This design comes from an exercise in tuning for small area, a short achievable clock period and few clock cycles on the open sky130 flow, not from production work. In this exercise RTL edits were held to simulation tests only and were not proved equivalent to the original. No activity file was given, so power comes from the tool's default toggle rates.

==> flow/design.v <==
module Top(
  input wire clock,
  input wire reset_n,
  input wire start,
  input wire [127:0] M1_ReadBus1,
  output wire [15:0] M1_ReadAddress1,
  input wire [35:0] M2_ReadBus1,
  input wire [19:0] M2_ReadBus2,
  output wire [15:0] M2_ReadAddress1,
  output wire [15:0] M2_ReadAddress2,
  output wire [127:0] M2_WriteBus,
  output wire [15:0] M2_WriteAddress,
  output wire M2_WriteEnable,
  input wire [127:0] M3_ReadBus1,
  output wire [15:0] M3_ReadAddress1,
  output wire [127:0] M3_WriteBus,
  output wire [15:0] M3_WriteAddress,
  output wire M3_WriteEnable,
  output wire [127:0] M4_WriteBus,
  output wire [15:0] M4_WriteAddress,
  output wire M4_WriteEnable
  );
  localparam REPLAY = 1'b1;
  localparam [14:0] LASTW = 15'd19199;
  localparam [27:0] NPIX = 28'd307200;
  reg s_clr, s_hist, s_drain, s_lut, s_out, s_wait, s_rep;
  wire idle = !(s_clr || s_hist || s_drain || s_lut || s_out || s_wait || s_rep);
  reg [14:0] w;         
  reg [2:0]  ph;        
  reg        dc;        
  reg o_cap, o_a2, o_b2, o_a3, o_b3, o_loop;
  reg hf;               
  reg cf;               
  reg [13:0] xr;        
  reg cinr;             
  reg [7:0] v;
  reg found;
  reg [7:0]  ra1, ra2;
  reg [15:0] ra3;       
  reg        pv;        
  reg        od;        
  reg [5:0]  phd;       
  reg        fwd2, fwd3;
  reg        we2, we3, m4we;
  reg [7:0]  wa2;
  reg [15:0] wa3;
  reg [14:0] m4a;
  reg [127:0] asm;
  wire [18:0] a_c3 = asm[26:8];
  wire [18:0] a_c2 = asm[67:49];
  wire [13:0] El   = asm[81:68];
  wire [13:0] Eh   = asm[95:82];
  wire [19:0] Dn   = asm[115:96];
  reg [7:0] p1, p2, p3;
  always @(*) begin
    case (ph)
      3'd0: begin p1 = M1_ReadBus1[7:0];     p2 = M1_ReadBus1[15:8];    p3 = M1_ReadBus1[23:16];   end
      3'd1: begin p1 = M1_ReadBus1[31:24];   p2 = M1_ReadBus1[39:32];   p3 = M1_ReadBus1[47:40];   end
      3'd2: begin p1 = M1_ReadBus1[55:48];   p2 = M1_ReadBus1[63:56];   p3 = M1_ReadBus1[71:64];   end
      3'd3: begin p1 = M1_ReadBus1[79:72];   p2 = M1_ReadBus1[87:80];   p3 = M1_ReadBus1[95:88];   end
      3'd4: begin p1 = M1_ReadBus1[103:96];  p2 = M1_ReadBus1[111:104]; p3 = M1_ReadBus1[119:112]; end
      3'd5: begin p1 = M1_ReadBus1[127:120]; p2 = M1_ReadBus1[111:104]; p3 = M1_ReadBus1[63:56];   end
      3'd6: begin p1 = M1_ReadBus1[15:8];    p2 = M1_ReadBus1[111:104]; p3 = M1_ReadBus1[87:80];   end
      default: begin p1 = M1_ReadBus1[39:32]; p2 = M1_ReadBus1[111:104]; p3 = M1_ReadBus1[111:104]; end
    endcase
  end
  assign M1_ReadAddress1 = {1'b0, w};
  assign M2_ReadAddress1 = {8'd0, ra1};
  assign M2_ReadAddress2 = {8'd0, ra2};
  assign M3_ReadAddress1 = ra3;
  assign M2_WriteEnable  = we2;
  assign M2_WriteAddress = {8'd0, wa2};
  assign M2_WriteBus     = {asm[31:0], asm[127:32]};
  assign M3_WriteEnable  = we3;
  assign M3_WriteAddress = wa3;
  assign M3_WriteBus     = asm;
  assign M4_WriteEnable  = m4we;
  assign M4_WriteAddress = {1'b0, m4a};
  assign M4_WriteBus     = asm;
  wire [18:0] c2 = fwd2 ? a_c2 : M2_ReadBus1[35:17];
  wire [18:0] c3 = fwd3 ? a_c3 : M3_ReadBus1[26:8];
  wire [18:0] c2n = c2 + {18'd0, pv};
  wire [18:0] c3n = c3 + {18'd0, pv};
  wire [14:0] s14 = (hf ? Eh : El) + xr + {14'd0, hf ? cf : cinr};
  wire loop_go = found && (v != 8'd255) && !Eh[13];
  wire e_op = o_a2 || o_b2 || o_a3 || o_b3 || (o_loop && (hf || loop_go));
  wire emit = o_loop && !hf && !loop_go;
  wire lut_end = emit && (ra1 == 8'd255);
  wire [18:0] bus_c2 = M2_ReadBus1[35:17];
  wire [18:0] bus_c3 = M3_ReadBus1[26:8];
  reg  [13:0] xn;
  reg         cn;
  always @(*) begin
    xn = Dn[13:0]; cn = 1'b0;
    if (o_cap) xn = found ? {bus_c2[5:0], 8'd0} : bus_c2[13:0];
    else if (o_a2 && !hf) xn = found ? {1'b0, a_c2[18:6]} : {9'd0, a_c2[18:14]};
    else if (o_a2 && hf) begin xn = found ? ~a_c2[13:0] : a_c3[13:0]; cn = found; end
    else if (o_b2 && !hf) begin xn = found ? {9'h1ff, ~a_c2[18:14]} : {9'd0, a_c3[18:14]}; cn = found; end
    else if (o_b2 && hf) xn = found ? {a_c3[5:0], 8'd0} : El;
    else if (o_a3 && !hf) xn = {1'b0, a_c3[18:6]};
    else if (o_a3 && hf) begin xn = ~a_c3[13:0]; cn = 1'b1; end
    else if (o_b3 && !hf) begin xn = {9'h1ff, ~a_c3[18:14]}; cn = 1'b1; end
    else if (o_loop && !hf) xn = {{8{Dn[19]}}, Dn[19:14]};
  end
  wire wlast = (w == LASTW);
  wire [14:0] w_inc = wlast ? 15'd0 : w + 15'd1;
  wire nz_next = (bus_c2 != 19'd0) || (bus_c3 != 19'd0);
  wire hist_end = s_hist && ph == 3'd7 && wlast;
  wire out_end  = s_out && ph == 3'd5 && wlast;
  always @(posedge clock or negedge reset_n) begin
    if (!reset_n) begin
      s_clr <= 1'b0; s_hist <= 1'b0; s_drain <= 1'b0; s_lut <= 1'b0;
      s_out <= 1'b0; s_wait <= 1'b0; s_rep <= 1'b0;
      w <= 15'd0; ph <= 3'd0; dc <= 1'b0;
      o_cap <= 1'b0; o_a2 <= 1'b0; o_b2 <= 1'b0; o_a3 <= 1'b0; o_b3 <= 1'b0; o_loop <= 1'b0;
      hf <= 1'b0; found <= 1'b0; v <= 8'd0;
      pv <= 1'b0; od <= 1'b0; we2 <= 1'b0; we3 <= 1'b0; m4we <= 1'b0;
    end else begin
      pv <= s_hist;
      od <= s_out;
      m4we <= (od && phd[5]) || s_rep;
      we2 <= pv || emit;
      we3 <= pv || emit || s_clr || (REPLAY && od && phd[5]);
      if (start && idle) s_clr <= 1'b1;
      else if (s_clr && ra1 == 8'd255) begin s_clr <= 1'b0; s_hist <= 1'b1; end
      if (hist_end) begin s_hist <= 1'b0; s_drain <= 1'b1; end
      if (s_drain || s_wait) dc <= ~dc;
      if (s_drain && dc) begin
        s_drain <= 1'b0; s_lut <= 1'b1; o_cap <= 1'b1; hf <= 1'b0; found <= 1'b0; v <= 8'd0;
      end
      if (lut_end) begin s_lut <= 1'b0; s_out <= 1'b1; end
      if (out_end) begin s_out <= 1'b0; s_wait <= 1'b1; end
      if (s_wait && dc) begin
        s_wait <= 1'b0;
        if (REPLAY) s_rep <= 1'b1; else s_hist <= 1'b1;
      end
      if (s_hist) ph <= ph + 3'd1;
      else if (s_out) ph <= (ph == 3'd5) ? 3'd0 : ph + 3'd1;
      else ph <= 3'd0;
      if ((s_hist && ph == 3'd7) || (s_out && ph == 3'd5) || s_rep) w <= w_inc;
      if (o_cap) begin
        o_cap <= 1'b0;
        if (nz_next) o_a2 <= 1'b1; else o_loop <= 1'b1;
      end
      if (o_a2 || o_b2 || o_a3 || o_b3) hf <= ~hf;
      if (o_a2 && hf) begin o_a2 <= 1'b0; o_b2 <= 1'b1; end
      if (o_b2 && hf) begin
        o_b2 <= 1'b0; found <= 1'b1;
        if (found) o_a3 <= 1'b1; else o_loop <= 1'b1;
      end
      if (o_a3 && hf) begin o_a3 <= 1'b0; o_b3 <= 1'b1; end
      if (o_b3 && hf) begin o_b3 <= 1'b0; o_loop <= 1'b1; end
      if (o_loop) begin
        if (hf) begin hf <= 1'b0; v <= v + 8'd1; end
        else if (loop_go) hf <= 1'b1;
        else begin o_loop <= 1'b0; if (!lut_end) o_cap <= 1'b1; end
      end
    end
  end
  wire [7:0] ra1_inc = ra1 + 8'd1;
  always @(posedge clock) begin
    phd <= {s_out && ph == 3'd5, s_out && ph == 3'd4, s_out && ph == 3'd3,
            s_out && ph == 3'd2, s_out && ph == 3'd1, s_out && ph == 3'd0};
    if ((s_out && ph == 3'd5) || s_rep) m4a <= w;
    fwd2 <= pv && (ra1 == p1);
    fwd3 <= pv && (ra3[7:0] == p3);
    if (s_clr || emit) begin
      ra1 <= ra1_inc; ra3 <= {8'd0, ra1_inc};
    end else if (s_lut) begin
    end else if (s_drain || idle) begin
      ra1 <= 8'd0; ra3 <= 16'd0;
    end else if (s_rep || (s_wait && dc && REPLAY)) begin
      ra3 <= {1'b1, s_rep ? w_inc : 15'd0};
    end else begin
      ra1 <= p1;
      ra2 <= p2;
      ra3 <= {8'd0, p3};
    end
    wa2 <= ra1;
    wa3 <= (od && phd[5]) ? {1'b1, m4a} : {8'd0, ra3[7:0]};
    if (pv || o_cap) begin
      asm[67:49] <= c2n;
      asm[26:8]  <= c3n;
    end
    if (s_clr || emit) begin
      asm[26:8] <= 19'd0; asm[67:49] <= 19'd0;
      asm[7:0] <= v; asm[39:32] <= v;
    end
    if (e_op) begin
      if (hf) asm[95:82] <= s14[13:0];
      else begin asm[81:68] <= s14[13:0]; cf <= s14[14]; end
    end
    if (o_b2 && hf && !found) asm[115:96] <= {s14[5:0], El};
    xr <= xn; cinr <= cn;
    if (s_drain) asm[95:68] <= 28'd0 - NPIX;
    if (s_rep) asm <= M3_ReadBus1;
    if (od) begin
      if (phd[0]) begin asm[7:0]     <= M2_ReadBus1[7:0]; asm[15:8]    <= M2_ReadBus2[7:0]; asm[23:16]   <= M3_ReadBus1[7:0]; end
      if (phd[1]) begin asm[31:24]   <= M2_ReadBus1[7:0]; asm[39:32]   <= M2_ReadBus2[7:0]; asm[47:40]   <= M3_ReadBus1[7:0]; end
      if (phd[2]) begin asm[55:48]   <= M2_ReadBus1[7:0]; asm[63:56]   <= M2_ReadBus2[7:0]; asm[71:64]   <= M3_ReadBus1[7:0]; end
      if (phd[3]) begin asm[79:72]   <= M2_ReadBus1[7:0]; asm[87:80]   <= M2_ReadBus2[7:0]; asm[95:88]   <= M3_ReadBus1[7:0]; end
      if (phd[4]) begin asm[103:96]  <= M2_ReadBus1[7:0]; asm[111:104] <= M2_ReadBus2[7:0]; asm[119:112] <= M3_ReadBus1[7:0]; end
      if (phd[5]) asm[127:120] <= M2_ReadBus1[7:0];
    end
  end
endmodule
clock: 8.0 ns
lec_check: 0
abc_clock_period_in_ps: 3000
cap_margin: 20
core_area: 3 3 237 237
die_area: 0 0 240 240
setup_slack_margin: 5
slew_margin: 20
standard.sh (not shown) runs the stock make flow with config.mk's settings and CLKGATE_MAP_FILE= SYNTH_SCRIPT=/design/flow/synth_recipe.tcl, a recipe that flattens the netlist after the stock synthesis.
==> flow/flow/run.sh <==
#!/bin/bash
set -euo pipefail
bash standard.sh 'BUFFER_PORTS_ARGS=-buffer_cell sky130_fd_sc_hd__buf_1' finish > make_finish.log 2>&1
Testbench counts at the start, summed over its fixed seeds: cycles 2,326,192.
Next try:
--- a/flow/design.v
+++ b/flow/design.v
@@ -30,10 +30,8 @@
   reg        dc;        
   reg o_cap, o_a2, o_b2, o_a3, o_b3, o_loop;
   reg hf;               
   reg cf;               
-  reg [13:0] xr;        
-  reg cinr;             
   reg [7:0] v;
   reg found;
   reg [7:0]  ra1, ra2;
   reg [15:0] ra3;       
@@ -80,32 +78,30 @@
   wire [18:0] c2 = fwd2 ? a_c2 : M2_ReadBus1[35:17];
   wire [18:0] c3 = fwd3 ? a_c3 : M3_ReadBus1[26:8];
   wire [18:0] c2n = c2 + {18'd0, pv};
   wire [18:0] c3n = c3 + {18'd0, pv};
-  wire [14:0] s14 = (hf ? Eh : El) + xr + {14'd0, hf ? cf : cinr};
+  wire        ld   = !found && o_a2;             
+  wire [18:0] cx   = (o_a3 || o_b3 || (o_b2 && !found)) ? a_c3 : a_c2;
+  reg  [27:0] xop;
+  reg         cin0;
+  always @(*) begin
+    xop = {{8{Dn[19]}}, Dn}; cin0 = 1'b0;
+    if (o_a2 || o_a3) xop = found ? {1'b0, cx, 8'd0} : {9'd0, cx};
+    else if (o_b2 || o_b3) begin
+      if (found) begin xop = ~{9'd0, cx}; cin0 = 1'b1; end
+      else xop = {9'd0, cx};
+    end
+  end
+  wire [27:0] abase = ld ? (28'd0 - NPIX) : {Eh, El};
+  wire [14:0] s14 = (hf ? abase[27:14] : abase[13:0]) + (hf ? xop[27:14] : xop[13:0]) +
+                    {14'd0, hf ? cf : cin0};
   wire loop_go = found && (v != 8'd255) && !Eh[13];
   wire e_op = o_a2 || o_b2 || o_a3 || o_b3 || (o_loop && (hf || loop_go));
   wire emit = o_loop && !hf && !loop_go;
   wire lut_end = emit && (ra1 == 8'd255);
-  wire [18:0] bus_c2 = M2_ReadBus1[35:17];
-  wire [18:0] bus_c3 = M3_ReadBus1[26:8];
-  reg  [13:0] xn;
-  reg         cn;
-  always @(*) begin
-    xn = Dn[13:0]; cn = 1'b0;
-    if (o_cap) xn = found ? {bus_c2[5:0], 8'd0} : bus_c2[13:0];
-    else if (o_a2 && !hf) xn = found ? {1'b0, a_c2[18:6]} : {9'd0, a_c2[18:14]};
-    else if (o_a2 && hf) begin xn = found ? ~a_c2[13:0] : a_c3[13:0]; cn = found; end
-    else if (o_b2 && !hf) begin xn = found ? {9'h1ff, ~a_c2[18:14]} : {9'd0, a_c3[18:14]}; cn = found; end
-    else if (o_b2 && hf) xn = found ? {a_c3[5:0], 8'd0} : El;
-    else if (o_a3 && !hf) xn = {1'b0, a_c3[18:6]};
-    else if (o_a3 && hf) begin xn = ~a_c3[13:0]; cn = 1'b1; end
-    else if (o_b3 && !hf) begin xn = {9'h1ff, ~a_c3[18:14]}; cn = 1'b1; end
-    else if (o_loop && !hf) xn = {{8{Dn[19]}}, Dn[19:14]};
-  end
   wire wlast = (w == LASTW);
   wire [14:0] w_inc = wlast ? 15'd0 : w + 15'd1;
-  wire nz_next = (bus_c2 != 19'd0) || (bus_c3 != 19'd0);
+  wire nz_next = (M2_ReadBus1[35:17] != 19'd0) || (M3_ReadBus1[26:8] != 19'd0);
   wire hist_end = s_hist && ph == 3'd7 && wlast;
   wire out_end  = s_out && ph == 3'd5 && wlast;
   always @(posedge clock or negedge reset_n) begin
     if (!reset_n) begin
@@ -190,10 +186,8 @@
       if (hf) asm[95:82] <= s14[13:0];
       else begin asm[81:68] <= s14[13:0]; cf <= s14[14]; end
     end
     if (o_b2 && hf && !found) asm[115:96] <= {s14[5:0], El};
-    xr <= xn; cinr <= cn;
-    if (s_drain) asm[95:68] <= 28'd0 - NPIX;
     if (s_rep) asm <= M3_ReadBus1;
     if (od) begin
       if (phd[0]) begin asm[7:0]     <= M2_ReadBus1[7:0]; asm[15:8]    <= M2_ReadBus2[7:0]; asm[23:16]   <= M3_ReadBus1[7:0]; end
       if (phd[1]) begin asm[31:24]   <= M2_ReadBus1[7:0]; asm[39:32]   <= M2_ReadBus2[7:0]; asm[47:40]   <= M3_ReadBus1[7:0]; end
Result: Cell count came out lower by 2.1%. Design area went down by 0.35%. Clock power drops by 18%. Count of clock-buffer cells in the layout drops by 7. Setup slack gets worse by 1.2 ns. Sequential share of layout area came out lower by 1.2 points. Clock skew increases by 0.0075 ns. Worst hold slack improves by 0.021 ns. Routed wire length drops by 1.1%. Die area stays the same. Synthesized area drops by 1.4%.
Testbench counts after the change, summed over its fixed seeds: cycles 2,326,192.

## port drivers added, routing unchanged
The flow's constraints put no driver on any port. The routed layouts listed below were extracted and timed again, unchanged, in two steps. Step 1: set_driving_cell puts a clkbuf_16 on clock and a buf_2 on each other input, an assumption about the parent block. Step 2 adds t to the input delays and takes it off the output delays; t is the mean of the earliest and latest rising clock arrival at the registers after step 1. Input paths then give back, and output paths get back, about the clock's delay inside the block. Three values: ideal, step 1, step 2; two values: the first two.
| run | shift t [ns] | setup WS [ns] | worst register clock-pin slew, ns |
|---|---|---|---|
| the first run | 0.605 | 4.790 / 4.792 / 4.187 | 0.06 / 0.06 |
| the second run | 0.639 | 3.629 / 3.629 / 3.629 | 0.06 / 0.06 |
After both steps every run listed still meets setup and hold. For the first run, which loses most, drivers alone change the setup slack by +0.002 ns; drivers and shift together by -0.603 ns.
